Background: an optimization exercise with open tools, aiming at small area and a short achievable clock period. Do not read the settings as production practice. No functional check of the RTL was part of any run shown here.

`flow/run.sh`:
```
#!/bin/bash
# synth_recipe.tcl (not shown) runs the flow's synth.tcl, then flattens the netlist and writes it again
# the make line also repeats each setting of config.mk as NAME=value (left out here)
make -C /OpenROAD-flow-scripts/flow DESIGN_CONFIG=/design/flow/config.mk WORK_HOME=/design/flow/orfs CLKGATE_MAP_FILE= SYNTH_SCRIPT=/design/flow/synth_recipe.tcl finish
```
`flow/config.mk`:
```
export PLATFORM = sky130hd
export DESIGN_NAME = Subsystem
export DESIGN_NICKNAME = Subsystem
export VERILOG_FILES = /design/flow/design.v
export SDC_FILE = /design/flow/constraint.sdc
export NUM_CORES = 4
export LEC_CHECK = 0
export CAP_MARGIN = 20
export CORE_MARGIN = 2
export CORE_UTILIZATION = 40
export SLEW_MARGIN = 20
```
`flow/constraint.sdc`:
```
create_clock -name core_clock -period 15.0 [get_ports {clk}]
set_input_delay 3.0000 -clock core_clock [delete_from_list [all_inputs] [get_ports {clk}]]
set_output_delay 3.0000 -clock core_clock [all_outputs]
set_load 0.01 [all_outputs]
```
`flow/design.v`:
```
module quantizer (
    input  logic [15:0] diff_in,
    input  logic [14:0] step_in,
    output logic [2:0]  code,
    output logic [16:0] dq
);
    logic [15:0] d1, d2;
    logic [14:0] s1, s2;
    assign s1 = {1'b0, step_in[14:1]};
    assign s2 = {2'b0, step_in[14:2]};
    always_comb begin
        code[2] = diff_in >= {1'b0, step_in};
        d1      = code[2] ? diff_in - {1'b0, step_in} : diff_in;
        code[1] = d1 >= {1'b0, s1};
        d2      = code[1] ? d1 - {1'b0, s1} : d1;
        code[0] = d2 >= {1'b0, s2};
        dq      = {5'd0, step_in[14:3]} + (code[2] ? {2'd0, step_in} : 17'd0)
                + (code[1] ? {2'd0, s1} : 17'd0) + (code[0] ? {2'd0, s2} : 17'd0);
    end
endmodule
module step_rom (
    input  logic [6:0]  idx,
    output logic [14:0] step
);
    always_comb begin
        case (idx)
            7'd0: step = 15'd7;
            7'd1: step = 15'd8;
            7'd2: step = 15'd9;
            7'd3: step = 15'd10;
            7'd4: step = 15'd11;
            7'd5: step = 15'd12;
            7'd6: step = 15'd13;
            7'd7: step = 15'd14;
            7'd8: step = 15'd16;
            7'd9: step = 15'd17;
            7'd10: step = 15'd19;
            7'd11: step = 15'd21;
            7'd12: step = 15'd23;
            7'd13: step = 15'd25;
            7'd14: step = 15'd28;
            7'd15: step = 15'd31;
            7'd16: step = 15'd34;
            7'd17: step = 15'd37;
            7'd18: step = 15'd41;
            7'd19: step = 15'd45;
            7'd20: step = 15'd50;
            7'd21: step = 15'd55;
            7'd22: step = 15'd60;
            7'd23: step = 15'd66;
            7'd24: step = 15'd73;
            7'd25: step = 15'd80;
            7'd26: step = 15'd88;
            7'd27: step = 15'd97;
            7'd28: step = 15'd107;
            7'd29: step = 15'd118;
            7'd30: step = 15'd130;
            7'd31: step = 15'd143;
            7'd32: step = 15'd157;
            7'd33: step = 15'd173;
            7'd34: step = 15'd190;
            7'd35: step = 15'd209;
            7'd36: step = 15'd230;
            7'd37: step = 15'd253;
            7'd38: step = 15'd279;
            7'd39: step = 15'd307;
            7'd40: step = 15'd337;
            7'd41: step = 15'd371;
            7'd42: step = 15'd408;
            7'd43: step = 15'd449;
            7'd44: step = 15'd494;
            7'd45: step = 15'd544;
            7'd46: step = 15'd598;
            7'd47: step = 15'd658;
            7'd48: step = 15'd724;
            7'd49: step = 15'd796;
            7'd50: step = 15'd876;
            7'd51: step = 15'd963;
            7'd52: step = 15'd1060;
            7'd53: step = 15'd1166;
            7'd54: step = 15'd1282;
            7'd55: step = 15'd1411;
            7'd56: step = 15'd1552;
            7'd57: step = 15'd1707;
            7'd58: step = 15'd1878;
            7'd59: step = 15'd2066;
            7'd60: step = 15'd2272;
            7'd61: step = 15'd2499;
            7'd62: step = 15'd2749;
            7'd63: step = 15'd3024;
            7'd64: step = 15'd3327;
            7'd65: step = 15'd3660;
            7'd66: step = 15'd4026;
            7'd67: step = 15'd4428;
            7'd68: step = 15'd4871;
            7'd69: step = 15'd5358;
            7'd70: step = 15'd5894;
            7'd71: step = 15'd6484;
            7'd72: step = 15'd7132;
            7'd73: step = 15'd7845;
            7'd74: step = 15'd8630;
            7'd75: step = 15'd9493;
            7'd76: step = 15'd10442;
            7'd77: step = 15'd11487;
            7'd78: step = 15'd12635;
            7'd79: step = 15'd13899;
            7'd80: step = 15'd15289;
            7'd81: step = 15'd16818;
            7'd82: step = 15'd18500;
            7'd83: step = 15'd20350;
            7'd84: step = 15'd22385;
            7'd85: step = 15'd24623;
            7'd86: step = 15'd27086;
            7'd87: step = 15'd29794;
            7'd88: step = 15'd32767;
            default: step = 15'd32767;
        endcase
    end
endmodule
module predict_updator (
    input  logic        [3:0]  code,
    input  logic signed [15:0] pred,
    input  logic        [14:0] step,
    output logic signed [15:0] pred_next
);
    logic [15:0] dq;
    logic signed [16:0] sum;
    always_comb begin
        dq  = {4'd0, step[14:3]} + (code[2] ? {1'b0, step} : 16'd0)
            + (code[1] ? {2'd0, step[14:1]} : 16'd0) + (code[0] ? {3'd0, step[14:2]} : 16'd0);
        sum = code[3] ? {pred[15], pred} - {dq[15], dq} : {pred[15], pred} + {dq[15], dq};
        if (sum > 17'sd32767)       pred_next = 16'sd32767;
        else if (sum < -17'sd32767) pred_next = -16'sd32767;
        else                        pred_next = sum[15:0];
    end
endmodule
module index_updator (
    input  logic [6:0] idx,
    input  logic [2:0] code,
    output logic [6:0] idx_next
);
    logic [7:0] sum;
    always_comb begin
        sum = {1'b0, idx} + {4'd0, code[1:0], 1'b0} + 8'd2;
        if (code[2]) begin
            idx_next = (sum > 8'd88) ? 7'd88 : sum[6:0];
        end else begin
            idx_next = (idx == 7'd0) ? 7'd0 : idx - 7'd1;
        end
    end
endmodule
module Subsystem
          (clk,
           reset_x,
           clk_enable,
           in1,
           ce_out,
           Out1,
           Out2);
  input   clk;
  input   reset_x;
  input   clk_enable;
  input   signed [15:0] in1;
  output  ce_out;
  output  signed [15:0] Out1;
  output  signed [3:0] Out2;
  logic signed [15:0] enc_x;       
  logic               enc_v;       
  logic        [3:0]  enc_code;    
  logic               enc_vo;      
  logic        [6:0]  enc_idx;     
  logic signed [15:0] enc_pre;     
  logic [14:0] enc_step;
  step_rom enc_rom (.idx(enc_idx), .step(enc_step));
  logic [16:0] e_diff;
  logic        e_sign;
  logic [15:0] e_mag;
  logic [2:0]  e_q;
  logic [16:0] e_dq;
  logic [15:0] e_pre_n;
  logic [6:0]  e_idx_n;
  assign e_diff = {enc_x[15], enc_x} - {enc_pre[15], enc_pre};
  assign e_sign = e_diff[16];
  assign e_mag  = e_sign ? (16'd0 - e_diff[15:0]) : e_diff[15:0];
  quantizer enc_q (.diff_in(e_mag), .step_in(enc_step), .code(e_q), .dq(e_dq));
  assign e_pre_n = e_sign ? (enc_pre - e_dq[15:0]) : (enc_pre + e_dq[15:0]);
  index_updator enc_iu (.idx(enc_idx), .code(e_q), .idx_next(e_idx_n));
  always_ff @(posedge clk) begin
    if (reset_x) begin
      enc_x    <= 16'sd0;
      enc_v    <= 1'b0;
      enc_code <= 4'd0;
      enc_vo   <= 1'b0;
      enc_idx  <= 7'd0;
      enc_pre  <= 16'sd0;
    end else begin
      enc_x    <= in1;
      enc_v    <= clk_enable;
      enc_code <= {e_sign, e_q};
      enc_vo   <= enc_v;
      enc_idx  <= e_idx_n;
      enc_pre  <= (e_pre_n == 16'h8000) ? 16'sh8001 : e_pre_n;
    end
  end
  logic        [3:0]  dec_code;    
  logic               dec_en;
  logic        [6:0]  dec_idx;
  logic signed [15:0] dec_out;     
  logic [14:0] dec_step;
  step_rom dec_rom (.idx(dec_idx), .step(dec_step));
  logic [6:0]  d_idx_n;
  index_updator dec_iu (.idx(dec_idx), .code(dec_code[2:0]), .idx_next(d_idx_n));
  logic signed [15:0] d_next;
  predict_updator dec_pu (.code(dec_code), .pred(dec_out), .step(dec_step), .pred_next(d_next));
  always_ff @(posedge clk) begin
    if (reset_x) begin
      dec_code <= 4'd0;
      dec_en   <= 1'b0;
      dec_idx  <= 7'd0;
      dec_out  <= 16'sd0;
    end else begin
      dec_code <= enc_vo ? enc_code : 4'd0;
      dec_en   <= enc_vo;
      dec_idx  <= d_idx_n;
      dec_out  <= dec_en ? d_next : 16'sd0;
    end
  end
  assign Out1   = dec_out;
  assign Out2   = enc_code;
  assign ce_out = clk_enable;
endmodule
```
==> flow_summary.json, run 1 <==
{
  "status": "complete, no violations",
  "wirelength_met1_mm": 20.0,
  "ff_latch_area_mm2": 0.00207,
  "io_pins": 40,
  "totalWireLength_mm": 45.3,
  "wl_met3_mm": 2.46,
  "worstMarginPinSlew_ns": 1.01,
  "yosysUniqueCellTypes": 96,
  "grt_overflow_total": 0,
  "finalHoldViolations": 0,
  "finalInstanceArea_mm2": 0.0165,
  "finalCritPeriodShare_pct": 95.7,
  "endpoint_kind": "register",
  "layout-drive-gt1-share_pct": 9.87,
  "slowest_stage": "or4_4",
  "grt_max_degree": 66,
  "period_needed_ns": 14.36,
  "ys_warn_count": 5,
  "maxCapViolCount": 0,
  "wl_per_cell_um": 18.1,
  "fin_nets": 2275,
  "yosys_most_used_dff": "dfxtp_1",
  "critical_path_class": "reg -> reg",
  "track_usage_pct": 23.0,
  "wl_met2_mm": 21.4,
  "arrival_ns": 14.67,
  "synthCells": 2033,
  "design.core.area_mm2": 0.0366,
  "dp_hpwl_mm": 34.2,
  "hold_ws_ns": 0.480,
  "cts_buffers": 9,
  "clkLatencyLatePin_ns": 0.37,
  "gp_congestion": 0.940,
  "num_vias": 14800,
  "cts_tree": "built",
  "placed_cell_area_mm2": 0.0157,
  "first_pass_iters": 5,
  "syn-cell-area_mm2": 0.0149,
  "ys_seq_area_share_pct": 13.9,
  "max_freq_ghz": 0.0696,
  "async_flop_share_pct": 0,
  "antenna_found_initial": 0,
  "multi_input_area_mm2": 0.0120,
  "cp.required_ns": 15.31,
  "drc": 0,
  "num_rows": 70,
  "hp-class": "reg -> reg",
  "grt_pass1_vias": 14000,
  "cts.sinks": 103,
  "skew_ns": 0.0175,
  "rrSetupSlack_ns": 0.64,
  "synth-edff-count": 0,
  "io_buffers": 39,
  "dieWidth_um": 197,
  "drtIter0Drc": 1323,
  "start_util_pct": 40.6,
  "crit_fanout": 7,
  "syn-num-nets": 2277,
  "root_buffer": "clkbuf_16",
  "dieArea_mm2": 0.0387,
  "avgSynthCellArea_um2": 7.32,
  "final_cells": 2504,
  "start_kind": "register",
  "setup_viol": 0,
  "max_stage_delay_ns": 0.60,
  "die_h_um": 197,
  "via_per_inst": 5.91,
  "num-fill-cells": 3679,
  "h-tree-depth": 3,
  "area_delta_synth_final_pct": 11.3,
  "grt_pass1_wl_mm": 72.7,
  "cp_common_cell": "a21o_1",
  "slew_headroom_pct": 32.5,
  "antenna_cells": 0,
  "highest_layer": "met4",
  "ant_nets": 0,
  "ys_ff_latch": 103,
  "drv_slew": 0,
  "path_clk_slew_ns": 0.08,
  "clockBufferDepth": 2,
  "place_inst": 2478
}
## path summary, 6_finish.rpt
path	startpoint	endpoint	depth (start not counted)
hold / removal	enc_code[0]	dec_code[0]	1
hold reg to reg	enc_code[0]	dec_code[0]	1
setup / recovery	enc_pre[2]	enc_pre[0]	74
setup reg to reg	enc_pre[2]	enc_pre[0]	74
## area by class of cell
cell class,count,area share [%]
multi-input combinational,1632,72.8
sequential,103,12.5
timing repair buffer,91,4.85
inverter,194,4.40
tap,468,3.54
clock buffer,9,1.36
clock inverter,7,0.597
## state kept, by name, indices dropped and copies added, names as in the netlist, 4 cells and up
name           count
dec_code           4
dec_idx            7
dec_out           16
dec_pu.step       15
enc_code           4
enc_idx            7
enc_pre           16
enc_q.step_in     15
enc_x             16
## cells in the mapped netlist, drive strengths merged, types with 11 or more instances
| library cell | count | area, um2 |
|---|---|---|
| a31oi | 26 | 163 |
| nand2b | 30 | 188 |
| a2111oi | 13 | 146 |
| o21a | 12 | 90.1 |
| xnor2 | 78 | 683 |
| o22ai | 12 | 75.1 |
| and3 | 16 | 100 |
| a21boi | 16 | 124 |
| xor2 | 43 | 377 |
| and2 | 18 | 115 |
| nand2 | 205 | 777 |
| a21oi | 163 | 838 |
| buf | 37 | 223 |
| nor2 | 203 | 764 |
| or3 | 15 | 93.8 |
| clkbuf | 67 | 256 |
| o211ai | 14 | 105 |
| nor3 | 53 | 265 |
| mux2 | 11 | 124 |
| a21o | 34 | 255 |
| ha | 168 | 2100 |
| fa | 57 | 1140 |
| nor2b | 45 | 282 |
| nand4 | 16 | 100 |
| o21ai | 133 | 666 |
| inv | 194 | 728 |
| dfxtp | 103 | 2060 |
| nand3 | 41 | 205 |
| o21bai | 12 | 90.1 |
| o31ai | 21 | 176 |
| a211oi | 27 | 203 |
## critical path, delay by kind of cell, from the launching register on
kind	cells	cell delay [ns]
AO/OA/AOI/OAI	36	5.83
AND/OR/NAND/NOR	19	3.45
adder cells (fa/ha/maj)	10	3.27
multiplexers	1	0.33
XOR/XNOR	4	0.72
flip-flops	1	0.36
buffers and inverters	4	0.27
## cells in the final DEF, fill, tap and decap left out, types with 34 or more instances in the layout
master             n
xor2_1            37
xnor2_1           72
dfxtp_1          100
nand3_1           40
ha_1             154
a21o_1            34
nor3_1            50
nand2_1          202
nor2b_1           44
o21ai_0          115
nor2_1           201
fa_1              54
clkdlybuf4s50_1   38
a21oi_1          140
inv_1            187
buf_4             47
## metrics by stage
| stage | utilization (%) | setup slack (ns) | TNS, ns |
|---|---|---|---|
| after detailed placement | 42.9 | -0.320 | -0.422 |
| final | 45.2 | 0.638 | 0 |
| after global placement | 42.9 | -0.194 | -0.194 |
| after global routing | 45.2 | -0.201 | -0.201 |
| after floorplan | - | 0.0311 | 0 |
| after CTS | 43.9 | 0.00602 | 0 |
## what timing repair did
item / CTS / global route
pin swaps: 2 / 49
hold buffers: 0 / 0
gates resized for setup: 9 / 102
endpoints found under the setup margin: 3 / 23
buffers inserted: 0 / 10
## layer usage
metal | track usage (%) | up-vias
met4 | 7.21 | 0
li1 | - | 7107
met1 | 30.8 | 7035
met3 | 2.36 | 97
met2 | 38.8 | 548
met5 | 0 | -
## logic make-up after synthesis
logic type / share of synthesized area (%)
simple gates: 22.0
xor+xnor: 7.44
compound gates: 25.1
fa+ha+maj: 22.0
flops: 13.9
buf+inv: 8.12
mux: 1.44
==> inputs of run 2 (changes only) <==
--- a/flow/config.mk
+++ b/flow/config.mk
@@ -5,6 +5,7 @@
 export SDC_FILE = /design/flow/constraint.sdc
 export NUM_CORES = 4
 export LEC_CHECK = 0
+export ABC_AREA = 1
 export CAP_MARGIN = 20
 export CORE_MARGIN = 2
 export CORE_UTILIZATION = 40
==> run 2 against run 1 <==
  * Count of clock-buffer cells in the layout up 2
  * First-iteration DRC count is 5.0% lower
  * Sequential share of layout area up 0.25 points
  * Final area shrank 2.2%
  * Global-route usage down 1.2 points
  * Clock skew fell by 0.0071 ns
  * Via count is 1.4% higher
  * Critical path depth is 9 higher
  * Utilization fell by 1.8 points
  * Critical path type unchanged
==> flow_summary.json, run 2 <==
{
  "placed_cell_area_mm2": 0.0158,
  "skew_ns": 0.0104,
  "num_vias": 15000,
  "cp.required_ns": 15.27,
  "design.core.area_mm2": 0.0373,
  "root_buffer": "clkbuf_16",
  "synth-edff-count": 0,
  "place_ws_ns": 0.262,
  "ant_nets": 0,
  "gp_congestion": 0.963,
  "clkLatencyLatePin_ns": 0.38,
  "status": "complete, no violations",
  "slew_headroom_pct": 47.6,
  "finalHoldViolations": 0,
  "synthCells": 2384,
  "hp-class": "reg -> reg",
  "avgSynthCellArea_um2": 6.31,
  "yosysUniqueCellTypes": 56,
  "synth_area_leaders": "nand2_1 15%, ha_1 14%, dfxtp_1 14%",
  "grt_overflow_total": 0,
  "final_cells": 2868,
  "arrival_ns": 14.00,
  "ys_ff_latch": 103,
  "cts_buffers": 9,
  "holdPathStages": 2,
  "crit_fanout": 21,
  "yosys_most_used_dff": "dfxtp_1",
  "finalInstanceArea_mm2": 0.0162,
  "grt_max_degree": 39,
  "fin_util_pct": 43.4,
  "clockBufferDepth": 2,
  "ys_seq_area_share_pct": 13.7,
  "setup_viol": 0,
  "finalCritPeriodShare_pct": 91.5,
  "hold_ws_ns": 0.417,
  "drtIter0Drc": 1257,
  "critical_path_class": "reg -> reg",
  "synth_compound_gate_area_share_pct": 14.9,
  "max_stage_delay_ns": 0.53,
  "synthAdderAreaFrac_pct": 21.6,
  "async_flop_share_pct": 0,
  "via_per_inst": 5.23,
  "syn-num-nets": 2628,
  "layout-drive-gt1-share_pct": 4.34,
  "cp_common_cell": "nand2_1",
  "syn-cell-area_mm2": 0.0150,
  "place_inst": 2842,
  "drv_slew": 0,
  "io_buffers": 39,
  "dp_hpwl_mm": 33.7,
  "grt_pass1_vias": 14100,
  "cts_tree": "built",
  "track_usage_pct": 21.8,
  "totalWireLength_mm": 42.7,
  "grt_pass1_wl_mm": 69.4,
  "drc": 0,
  "antenna_cells": 0,
  "layout_common_cells": "596 x nand2_1, 414 x inv_1, 189 x nor2_1",
  "start_kind": "register",
  "yosysTopAreaCellShare_pct": 14.9,
  "die_h_um": 198,
  "yosysMostFrequentCell": "nand2_1",
  "h-tree-depth": 3,
  "fin_setup_tns_ns": 0,
  "worstMarginPinSlew_ns": 0.784,
  "path_clk_slew_ns": 0.08,
  "postCtsHoldBufs": 0,
  "reg_top3": "dec_out: 16 flops, enc_pre: 16 flops, enc_x: 16 flops",
  "num-fill-cells": 3956,
  "period_needed_ns": 13.73,
  "endpoint_kind": "register",
  "slowest_stage": "fa_1",
  "maxCapViolCount": 0,
  "io_pins": 40,
  "wl_per_cell_um": 14.9,
  "start_util_pct": 40.3,
  "ys_warn_count": 5,
  "muxShareOfSynthArea_pct": 0,
  "first_pass_iters": 6,
  "synth_top_family_by_area": "simple AND/OR/NAND/NOR gates",
  "r2r_cells": 83,
  "num_rows": 71,
  "synth-xor-area-share_pct": 7.49,
  "dieArea_mm2": 0.0392,
  "max_freq_ghz": 0.0728,
  "synthTopCellsByCount": "597 x nand2_1, 415 x inv_1, 189 x nor2_1, 168 x ha_1, 161 x a21oi_1",
  "dieWidth_um": 198,
  "yosysTopAreaCell": "nand2_1",
  "layout_commonest_cell": "nand2_1",
  "area_delta_synth_final_pct": 7.62,
  "fin_nets": 2633,
  "synth-simple-area-share_pct": 29.4,
  "antenna_found_initial": 0,
  "cts.sinks": 103,
  "setup_ws_ns": 1.27
}
-- run 2: cell count changes in the layout (fill, tap and decap cells not counted), sizes merged, moves of 30 or more --
cell / previous run / this run
inv: 197 / 424
nand3: 41 / 156
nand2b: 30 / 0
nand2: 205 / 616
buf: 53 / 19
xor2: 43 / 89
xnor2: 78 / 38
nor2b: 45 / 0
-- run 2: worst paths after layout --
check             start          end  slack (ns)
max          enc_pre[4]  enc_pre[11]        1.27
min               enc_v       enc_vo        0.42
max reg2reg  enc_pre[4]  enc_pre[11]        1.27
min reg2reg       enc_v       enc_vo        0.42
-- run 2: per-layer routing --
metal  wire length (um)  vias up  part of all wire (%)  track usage, %
li1                   -     7628                     -               -
met1              20300     6834                    48            29.9
met2              19000      475                    44            35.6
met3               2480       62                   5.8            2.54
met4                929        0                   2.2            6.99
met5                  0        -                     0               0
-- run 2: area by class of cell --
type                    instances  area [um2]  area share, %
clock buffers                  11         243           1.50
clock inverters                 5        41.3          0.255
inverters                     426        1610           9.92
multi-input cells            1790       11100           68.6
flip-flops and latches        103        2060           12.7
well taps                     474         593           3.66
repair buffers                 58         537           3.32
repair inverters                1        5.00         0.0309
-- run 2: repair_timing --
item	in CTS	in global routing
buffers inserted	0	8
hold endpoints to repair	0	0
gates resized for setup	0	16
endpoints found under the setup margin	0	16
-- run 2: kinds of logic (layout without fill, tap and decap cells) --
| family | count (synthesis) | count (layout) |
|---|---|---|
| compound gates | 398 | 398 |
| xor+xnor | 127 | 127 |
| fa+ha+maj | 225 | 225 |
| buf+inv | 492 | 501 |
| flops | 103 | 103 |
| simple gates | 1039 | 1040 |
-- run 2: critical path, delay by kind of cell (launching register included) --
kind,cells,cell delay (ns)
simple gates,30,3.37
fa+ha+maj,8,3.33
xor+xnor,3,0.40
buf+inv,13,1.36
flops,1,0.34
compound gates,29,4.75

separate check: timing with driven ports:
The flow's constraints put no driver on any port. The routed layouts listed below were extracted and timed again, unchanged, in two steps.
Step 1 sets driving cells, clkbuf_16 on the clock port and buf_2 on the other inputs (assumed; they add their load-dependent delay and slew).
Step 2 adds t to the input delays and takes it off the output delays; t is the mean of the earliest and latest rising clock arrival at the registers after step 1. Input paths then give back, and output paths get back, about the clock's delay inside the block.
a / b / c = ideal / step 1 / step 2; a / b = the first two.
| run | t, ns | slack for setup (ns) | latest minus earliest clock arrival (ns) | worst data-port slew with drivers (ns) | cell pins on the clock port's net |
|---|---|---|---|---|---|
| run 1 | 0.413 | 0.638 / 0.638 / 0.638 | 0.018 / 0.018 | 0.04 | 1 |
| run 2 | 0.431 | 1.268 / 1.268 / 1.268 | 0.014 / 0.013 | 0.06 | 1 |
After both steps setup and hold are still met in every run listed.
